Source: an optimization exercise on an open RTL-to-GDS flow (aim: small area, a short achievable clock period and few clock cycles). Production flows keep margins and buffers that such runs may drop.
Where RTL was checked, it was by simulation tests only, not by an equivalence proof against the original.
Power figures rest on the tool's default switching activity, not on a simulated workload.

==> module SME, before the edit <==
module SME(clk,reset,chardata,isstring,ispattern,valid,match,match_index);
input clk;
input reset;
input [7:0] chardata;
input isstring;
input ispattern;
output match;
output [4:0] match_index;
output valid;
integer i;
reg [7:0] S [0:31];      
reg [7:0] pst [2:7];     
reg [4:0] off;           
reg [4:0] wp;            
reg       str_ff;        
reg       pat_ff;        
reg [3:0] jcnt;          
reg       rep;           
reg       rend;          
reg       valid_r;
reg       caret;         
reg       stopped;       
reg [31:0] c;            
reg [4:0] b;             
reg [7:0] rb;            
reg       match_r;
reg [4:0] idx_r;
assign valid = valid_r;
assign match = match_r;
assign match_index = idx_r;
function [6:0] pe8;
    input [7:0] v;
    input [23:0] pl;
    reg [7:0] a;
    reg [5:0] q [0:7];       
    integer n, k;
    begin
        a = v;
        for (k = 0; k < 8; k = k + 1) q[k] = {3'd0, pl[3*k +: 3]};
        for (n = 0; n < 3; n = n + 1) begin
            for (k = 0; k < 8; k = k + 1) begin
                if (k % (2 << n) == 0) begin
                    if (!a[k]) q[k] = q[k + (1 << n)];
                    q[k][3 + n] = ~a[k];
                    a[k] = a[k] | a[k + (1 << n)];
                end
            end
        end
        pe8 = {a[0], q[0]};
    end
endfunction
function [3:0] pe4;
    input [3:0] v;
    input [3:0] pb;
    begin
        pe4[3]   = |v;
        pe4[2:1] = v[0] ? 2'd0 : v[1] ? 2'd1 : v[2] ? 2'd2 : 2'd3;
        pe4[0]   = v[0] ? pb[0] : v[1] ? pb[1] : v[2] ? pb[2] : pb[3];
    end
endfunction
function [4:0] add5;
    input [4:0] a, b;
    reg cy;
    integer n;
    begin
        cy = 1'b0;
        for (n = 0; n < 5; n = n + 1) begin
            add5[n] = cy ? ~(a[n] ^ b[n]) : (a[n] ^ b[n]);
            cy = (a[n] ^ b[n]) ? cy : a[n];
        end
    end
endfunction
function [31:0] thermo;
    input [4:0] a;
    reg le;
    integer n, k;
    begin
        for (k = 0; k < 32; k = k + 1) begin
            le = 1'b1;                       
            for (n = 0; n < 5; n = n + 1)
                le = (a[n] == k[n]) ? le : k[n];
            thermo[k] = le;
        end
    end
endfunction
wire       pv   = ispattern | rep;
reg  [7:0] rnext;                
always @(*) begin
    case (jcnt[2:0])
        3'd1: rnext = pst[2];
        3'd2: rnext = pst[3];
        3'd3: rnext = pst[4];
        3'd4: rnext = pst[5];
        3'd5: rnext = pst[6];
        3'd6: rnext = pst[7];
        default: rnext = 8'h00;
    endcase
end
wire [7:0] src   = rep ? rb : chardata;
wire       first = (jcnt == 4'd0);
wire       isC   = rep ? (rb == 8'h5E) : (chardata == 8'h5E);
wire       zero  = rep ? (rb == 8'h00) : (chardata == 8'h00);
wire       stopc = zero & (~caret | (jcnt != 4'd1));
wire       skip  = first ? isC : (stopped | stopc);
reg [31:0] eq;
always @(*) begin
    for (i = 0; i < 32; i = i + 1) eq[i] = (S[i] == src);
end
wire [31:0] x = (first ? 32'hFFFFFFFF : c) & (eq | {32{skip}});
wire term   = pat_ff & ~ispattern;
wire repgo  = term & caret & (jcnt == 4'd1);
wire endc   = (term & ~repgo) | rend;
wire noterm = ~caret & ~stopped & jcnt[3];
wire [31:0] pr = c & {c[0], c[31:1]};
wire [3:0]  ml = {1'b1, b[1:0] != 2'd3, ~b[1], b[1:0] == 2'd0};   
reg  [7:0]  anyU, anyA;
reg  [23:0] plU, plA;
reg  [3:0]  gu, gm;
always @(*) begin
    for (i = 0; i < 8; i = i + 1) begin
        gu = pe4(c[4*i +: 4], pr[4*i +: 4]);
        gm = pe4(c[4*i +: 4] & ml, pr[4*i +: 4]);
        anyU[i] = gu[3];
        plU[3*i +: 3] = gu[2:0];
        anyA[i] = (i > b[4:2]) ? gu[3] : (i == b[4:2]) ? gm[3] : 1'b0;
        plA[3*i +: 3] = (i == b[4:2]) ? gm[2:0] : gu[2:0];
    end
end
wire [6:0] pa = pe8(anyA, plA);
wire [6:0] pc = pe8(anyU, plU);
wire [4:0] ks  = pa[6] ? {pa[5:3], pa[2:1]} : {pc[5:3], pc[2:1]};   
wire       nxt = pa[6] ? pa[0] : pc[0];
wire found = pc[6] & ~noterm;
reg       end2;          
reg       fnd_r, nxt_r;
reg [4:0] ks_r;
reg  [4:0] nb_r, d_r;
wire [4:0] idx  = add5(ks_r, nb_r);     
wire [4:0] offn = add5(ks_r, d_r);      
wire [4:0] slot = str_ff ? wp : off;
always @(posedge clk or posedge reset) begin
    if (reset) begin
        for (i = 0; i < 32; i = i + 1) S[i] <= 8'h00;
    end else if (isstring) begin
        for (i = 0; i < 32; i = i + 1) if (slot == i) S[i] <= chardata;
    end
end
always @(posedge clk or posedge reset) begin
    if (reset) begin
        for (i = 2; i < 8; i = i + 1) pst[i] <= 8'hFF;
    end else begin
        for (i = 2; i < 8; i = i + 1)
            if ((ispattern | term) && jcnt == i) pst[i] <= ispattern ? chardata : 8'h00;
    end
end
always @(posedge clk or posedge reset) begin
    if (reset) begin
        off <= 5'd0;
        wp <= 5'd0;
        str_ff <= 1'b0;
        pat_ff <= 1'b0;
        jcnt <= 4'd0;
        rep <= 1'b0;
        rend <= 1'b0;
        valid_r <= 1'b0;
        end2 <= 1'b0;
    end else begin
        str_ff <= isstring;
        pat_ff <= ispattern;
        if (end2 & fnd_r) off <= offn;
        wp <= slot + 5'd1;
        if (pv) jcnt <= jcnt + 4'd1;
        else if (repgo) jcnt <= 4'd1;
        else jcnt <= 4'd0;
        rep <= repgo | (rep & (jcnt != 4'd7));
        rend <= rep & (jcnt == 4'd7);
        end2 <= endc;
        valid_r <= end2;
    end
end
always @(posedge clk) begin
    if (pv) begin
        if (first) begin
            caret <= isC;
            stopped <= 1'b0;
        end else if (stopc) stopped <= 1'b1;
    end
    rb <= rep ? rnext : 8'h00;
    fnd_r <= found;
    nxt_r <= nxt;
    ks_r <= ks;
    nb_r <= 5'd2 - b;
    d_r <= off - b + 5'd1;
    match_r <= fnd_r & nxt_r;
    idx_r <= fnd_r ? idx : 5'd1;
end
always @(posedge clk or posedge reset) begin
    if (reset) begin
        c <= 32'd0;
        b <= 5'd0;
    end else if (pv) begin
        c <= {x[30:0], x[31]};
        b <= first ? (isC ? off : off + 5'd1) : b + 5'd1;
    end
end
endmodule
clock: 6.0 ns
lec_check: 0
cap_margin: 20
core_margin: 2
core_utilization: 60
setup_slack_margin: 3.6
slew_margin: 20
run.sh (not shown) runs the stock make flow with config.mk's settings and CLKGATE_MAP_FILE= SYNTH_SCRIPT=/design/flow/synth_recipe.tcl, a recipe that flattens the netlist after the stock synthesis.
The starting point completed with no timing, DRC or antenna violations.
Testbench counts at the start, summed over its fixed seeds: cycles 3,383.
Then changed:
--- a/flow/design.v
+++ b/flow/design.v
@@ -99,16 +99,16 @@
 wire [7:0] src   = rep ? rb : chardata;
 wire       first = (jcnt == 4'd0);
 wire       isC   = rep ? (rb == 8'h5E) : (chardata == 8'h5E);
 wire       zero  = rep ? (rb == 8'h00) : (chardata == 8'h00);
 wire       stopc = zero & (~caret | (jcnt != 4'd1));
-wire       skip  = first ? isC : (stopped | stopc);
+wire       cmpn  = ~stopped & ~stopc;       
 reg [31:0] eq;
 always @(*) begin
     for (i = 0; i < 32; i = i + 1) eq[i] = (S[i] == src);
 end
-wire [31:0] x = (first ? 32'hFFFFFFFF : c) & (eq | {32{skip}});
+wire [31:0] x = (first ? 32'hFFFFFFFF : c) & eq;
 wire term   = pat_ff & ~ispattern;
 wire repgo  = term & caret & (jcnt == 4'd1);
 wire endc   = (term & ~repgo) | rend;
 wire noterm = ~caret & ~stopped & jcnt[3];
 wire [31:0] pr = c & {c[0], c[31:1]};
@@ -197,10 +197,15 @@
 always @(posedge clk or posedge reset) begin
     if (reset) begin
         c <= 32'd0;
         b <= 5'd0;
     end else if (pv) begin
-        c <= {x[30:0], x[31]};
-        b <= first ? (isC ? off : off + 5'd1) : b + 5'd1;
+        if (first) begin
+            c <= isC ? 32'hFFFFFFFF : {x[30:0], x[31]};
+            b <= isC ? off : off + 5'd1;
+        end else if (cmpn) begin
+            c <= {x[30:0], x[31]};
+            b <= b + 5'd1;
+        end
     end
 end
 endmodule
Synthesized cell count hardly moves.
Non-clock buffer count grows by 8.
Power grows by a few percent.
Area after synthesis is about the same.
Hold slack improved by 53 ps.
Wire length grows slightly.
Sequential power grows by a few percent.
Global-route usage barely changes.
Clock power grows by a few percent.
Via count stays flat.
Final cell count grows slightly.
Final area grows slightly.
Count of clock-buffer cells in the layout grows by 1.
Setup slack got worse by 32 ps.
Function not checked in the second run of this note: the RTL went through the layout flow alone.

---

Setup of run 1:
SME, a different RTL version from the one above (not shown whole).
For scale: ~3200 cells after synthesis, ~22000 sq um of cells after synthesis.
==> module SME, before the edit <==
module SME(clk,reset,chardata,isstring,ispattern,valid,match,match_index);
input clk;
input reset;
input [7:0] chardata;
input isstring;
input ispattern;
output match;
output [4:0] match_index;
output valid;
integer i;
reg [7:0] S [0:31];      
reg [7:0] pstn [2:7];    
reg [4:0] off;           
reg [4:0] wp;            
reg       str_ff;        
reg       pat_ff;        
reg [3:0] jcnt;          
reg       rep;           
reg       rend;          
reg       valid_r;
reg       caret;         
reg       stopped;       
reg [31:0] c;            
reg [4:0] b;             
reg       match_r;
reg [4:0] idx_r;
assign valid = valid_r;
assign match = match_r;
assign match_index = idx_r;
function [6:0] pe8;
    input [7:0] v;
    input [23:0] pl;
    reg [7:0] a;
    reg [5:0] q [0:7];       
    integer n, k;
    begin
        a = v;
        for (k = 0; k < 8; k = k + 1) q[k] = {3'd0, pl[3*k +: 3]};
        for (n = 0; n < 3; n = n + 1) begin
            for (k = 0; k < 8; k = k + 1) begin
                if (k % (2 << n) == 0) begin
                    if (!a[k]) q[k] = q[k + (1 << n)];
                    q[k][3 + n] = ~a[k];
                    a[k] = a[k] | a[k + (1 << n)];
                end
            end
        end
        pe8 = {a[0], q[0]};
    end
endfunction
function [3:0] pe4;
    input [3:0] v;
    input [3:0] pb;
    begin
        pe4[3]   = |v;
        pe4[2:1] = v[0] ? 2'd0 : v[1] ? 2'd1 : v[2] ? 2'd2 : 2'd3;
        pe4[0]   = v[0] ? pb[0] : v[1] ? pb[1] : v[2] ? pb[2] : pb[3];
    end
endfunction
function [4:0] add5;
    input [4:0] a, b;
    reg cy;
    integer n;
    begin
        cy = 1'b0;
        for (n = 0; n < 5; n = n + 1) begin
            add5[n] = cy ? ~(a[n] ^ b[n]) : (a[n] ^ b[n]);
            cy = (a[n] ^ b[n]) ? cy : a[n];
        end
    end
endfunction
function [31:0] thermo;
    input [4:0] a;
    reg le;
    integer n, k;
    begin
        for (k = 0; k < 32; k = k + 1) begin
            le = 1'b1;                       
            for (n = 0; n < 5; n = n + 1)
                le = (a[n] == k[n]) ? le : k[n];
            thermo[k] = le;
        end
    end
endfunction
wire       pv   = ispattern | rep;
reg  [7:0] rb;                   
always @(*) begin
    case (jcnt[2:0])
        3'd2: rb = ~pstn[2];
        3'd3: rb = ~pstn[3];
        3'd4: rb = ~pstn[4];
        3'd5: rb = ~pstn[5];
        3'd6: rb = ~pstn[6];
        3'd7: rb = ~pstn[7];
        default: rb = 8'h00;
    endcase
end
wire [7:0] src   = rep ? rb : chardata;
wire       first = (jcnt == 4'd0);
wire       isC   = rep ? (rb == 8'h5E) : (chardata == 8'h5E);
wire       zero  = rep ? (rb == 8'h00) : (chardata == 8'h00);
wire       stopc = zero & (~caret | (jcnt != 4'd1));
wire       skip  = first ? isC : (stopped | stopc);
reg [31:0] eq;
always @(*) begin
    for (i = 0; i < 32; i = i + 1) eq[i] = (S[i] == src);
end
wire [31:0] x = (first ? 32'hFFFFFFFF : c) & (eq | {32{skip | ~pv}});
wire term   = pat_ff & ~ispattern;
wire repgo  = term & caret & (jcnt == 4'd1);
wire endc   = (term & ~repgo) | rend;
wire noterm = ~caret & ~stopped & jcnt[3];
wire [31:0] pr = c & {c[0], c[31:1]};
wire [3:0]  ml = {1'b1, b[1:0] != 2'd3, ~b[1], b[1:0] == 2'd0};   
reg  [7:0]  anyU, anyA;
reg  [23:0] plU, plA;
reg  [3:0]  gu, gm;
always @(*) begin
    for (i = 0; i < 8; i = i + 1) begin
        gu = pe4(c[4*i +: 4], pr[4*i +: 4]);
        gm = pe4(c[4*i +: 4] & ml, pr[4*i +: 4]);
        anyU[i] = gu[3];
        plU[3*i +: 3] = gu[2:0];
        anyA[i] = (i > b[4:2]) ? gu[3] : (i == b[4:2]) ? gm[3] : 1'b0;
        plA[3*i +: 3] = (i == b[4:2]) ? gm[2:0] : gu[2:0];
    end
end
wire [6:0] pa = pe8(anyA, plA);
wire [6:0] pc = pe8(anyU, plU);
wire [4:0] ks  = pa[6] ? {pa[5:3], pa[2:1]} : {pc[5:3], pc[2:1]};   
wire       nxt = pa[6] ? pa[0] : pc[0];
wire found = pc[6] & ~noterm;
reg       end2;          
reg       nxt_r;
reg [4:0] ks_r;
reg  [4:0] d_r;
wire [4:0] idx  = add5(ks_r, 5'd2 - b);  
wire [4:0] offn = add5(ks_r, d_r);      
wire [4:0] slot = str_ff ? wp : off;
always @(posedge clk or posedge reset) begin
    if (reset) begin
        for (i = 0; i < 32; i = i + 1) S[i] <= 8'h00;
    end else if (isstring) begin
        for (i = 0; i < 32; i = i + 1) if (slot == i) S[i] <= chardata;
    end
end
always @(posedge clk or posedge reset) begin
    if (reset) begin
        for (i = 2; i < 8; i = i + 1) pstn[i] <= 8'h00;
    end else begin
        for (i = 2; i < 8; i = i + 1)
            if ((ispattern | term) && jcnt == i) pstn[i] <= ispattern ? ~chardata : 8'hFF;
    end
end
always @(posedge clk or posedge reset) begin
    if (reset) begin
        off <= 5'd0;
        wp <= 5'd0;
        str_ff <= 1'b0;
        pat_ff <= 1'b0;
        jcnt <= 4'd0;
        rep <= 1'b0;
        rend <= 1'b0;
        valid_r <= 1'b0;
        end2 <= 1'b0;
    end else begin
        str_ff <= isstring;
        pat_ff <= ispattern;
        if (end2) off <= offn;
        wp <= slot + 5'd1;
        if (pv) jcnt <= jcnt + 4'd1;
        else if (repgo) jcnt <= 4'd1;
        else jcnt <= 4'd0;
        rep <= repgo | (rep & (jcnt != 4'd7));
        rend <= rep & (jcnt == 4'd7);
        end2 <= endc & found;
        valid_r <= (endc & ~found) | end2;    
    end
end
always @(posedge clk) begin
    if (pv) begin
        if (first) begin
            caret <= isC;
            stopped <= 1'b0;
        end else if (stopc) stopped <= 1'b1;
    end
    nxt_r <= nxt;
    ks_r <= ks;
    d_r <= off - b + 5'd1;
    match_r <= end2 & nxt_r;
    idx_r <= end2 ? idx : 5'd1;
end
always @(posedge clk) c <= {x[30:0], x[31]};
always @(posedge clk or posedge reset) begin
    if (reset) begin
        b <= 5'd0;
    end else if (pv) begin
        b <= first ? (isC ? off : off + 5'd1) : b + 5'd1;
    end
end
endmodule
clock: 6.0 ns
lec_check: 0
abc_area: 1
cap_margin: 20
core_margin: 2
core_utilization: 60
cts_buf_list: sky130_fd_sc_hd__clkbuf_8 sky130_fd_sc_hd__clkbuf_16
cts_cluster_diameter: 60
cts_cluster_size: 20
setup_slack_margin: 3.8
slew_margin: 20
Run 1 completed every stage of the flow, and the final layout passed the timing, DRC and antenna checks.
Setup changes, run 1 to run 2
--- a/flow/design.v
+++ b/flow/design.v
@@ -20,10 +20,11 @@
 reg       valid_r;
 reg       caret;         
 reg       stopped;       
 reg [31:0] c;            
 reg [4:0] b;             
+reg [7:0] rb;            
 reg       match_r;
 reg [4:0] idx_r;
 assign valid = valid_r;
 assign match = match_r;
 assign match_index = idx_r;
@@ -81,20 +82,20 @@
             thermo[k] = le;
         end
     end
 endfunction
 wire       pv   = ispattern | rep;
-reg  [7:0] rb;                   
+reg  [7:0] rnext;                
 always @(*) begin
     case (jcnt[2:0])
-        3'd2: rb = ~pstn[2];
-        3'd3: rb = ~pstn[3];
-        3'd4: rb = ~pstn[4];
-        3'd5: rb = ~pstn[5];
-        3'd6: rb = ~pstn[6];
-        3'd7: rb = ~pstn[7];
-        default: rb = 8'h00;
+        3'd1: rnext = ~pstn[2];
+        3'd2: rnext = ~pstn[3];
+        3'd3: rnext = ~pstn[4];
+        3'd4: rnext = ~pstn[5];
+        3'd5: rnext = ~pstn[6];
+        3'd6: rnext = ~pstn[7];
+        default: rnext = 8'h00;
     endcase
 end
 wire [7:0] src   = rep ? rb : chardata;
 wire       first = (jcnt == 4'd0);
 wire       isC   = rep ? (rb == 8'h5E) : (chardata == 8'h5E);
@@ -182,10 +183,11 @@
         if (first) begin
             caret <= isC;
             stopped <= 1'b0;
         end else if (stopc) stopped <= 1'b1;
     end
+    rb <= rep ? rnext : 8'h00;
     nxt_r <= nxt;
     ks_r <= ks;
     d_r <= off - b + 5'd1;
     match_r <= end2 & nxt_r;
     idx_r <= end2 ? idx : 5'd1;
Relative to run 1, synthesized-area fraction occupied by and/or/nand/nor cells has decreased by 9.0 points in run 2. From run 1 to run 2 the numbers moved as follows: clock power has decreased, minimum period implied by the final worst setup slack has decreased, post-route cell area has decreased, number of vias per cell after detailed routing has decreased. Diff run 1 -> run 2 | number of filler cells placed in the layout | down by a few percent. Relative to run 1, the wire length of run 2 is lower by 25%. In the flow results for run 2 and run 1, the area growth from synthesis to layout is smaller on run 2. Comparing run 2 and run 1, the lower count of buffer and inverter cells on the critical path is on run 2. On run 2: non-clock buffer count is 48 lower than what run 1 gave.
Testbench counts of run 2, summed over its fixed seeds: cycles 3,283.
For run 1, only the layout was checked, not whether the RTL still works.

## separate check: timing with driven ports
The results above use ideal ports. As a check the final layouts listed here were re-extracted and re-timed, cells and wires unchanged.
Step 1 (the two cells are an assumption about what drives the block):
set clk [get_ports {clk}]
set_driving_cell -lib_cell sky130_fd_sc_hd__clkbuf_16 $clk
set_driving_cell -lib_cell sky130_fd_sc_hd__buf_2 [delete_from_list [all_inputs] $clk]
Step 2 adds t to the input delays and takes it off the output delays; t is the mean of the earliest and latest rising clock arrival at the registers after step 1. Input paths then give back, and output paths get back, about the clock's delay inside the block.
a / b / c = ideal ports / drivers / drivers and shift; a / b = the first two.
run | t (ns) | slack for setup (ns) | latest minus earliest clock arrival (ns) | worst data-port slew with drivers (ns)
the first run of note 1 | 0.627 | 3.571 / 3.581 / 2.981 | 0.015 / 0.015 | 0.07
the second run of note 1 | 0.619 | 3.539 / 3.539 / 3.032 | 0.015 / 0.015 | 0.06
run 1 | 0.625 | 3.476 / 3.476 / 2.910 | 0.043 / 0.043 | 0.04
run 2 | 0.653 | 3.725 / 3.667 / 3.170 | 0.032 / 0.033 | 0.04
After both steps setup and hold are still met in every run listed. The setup slack of the first run of note 1, which loses most, moves by +0.010 ns with the drivers and by -0.590 ns with both steps.
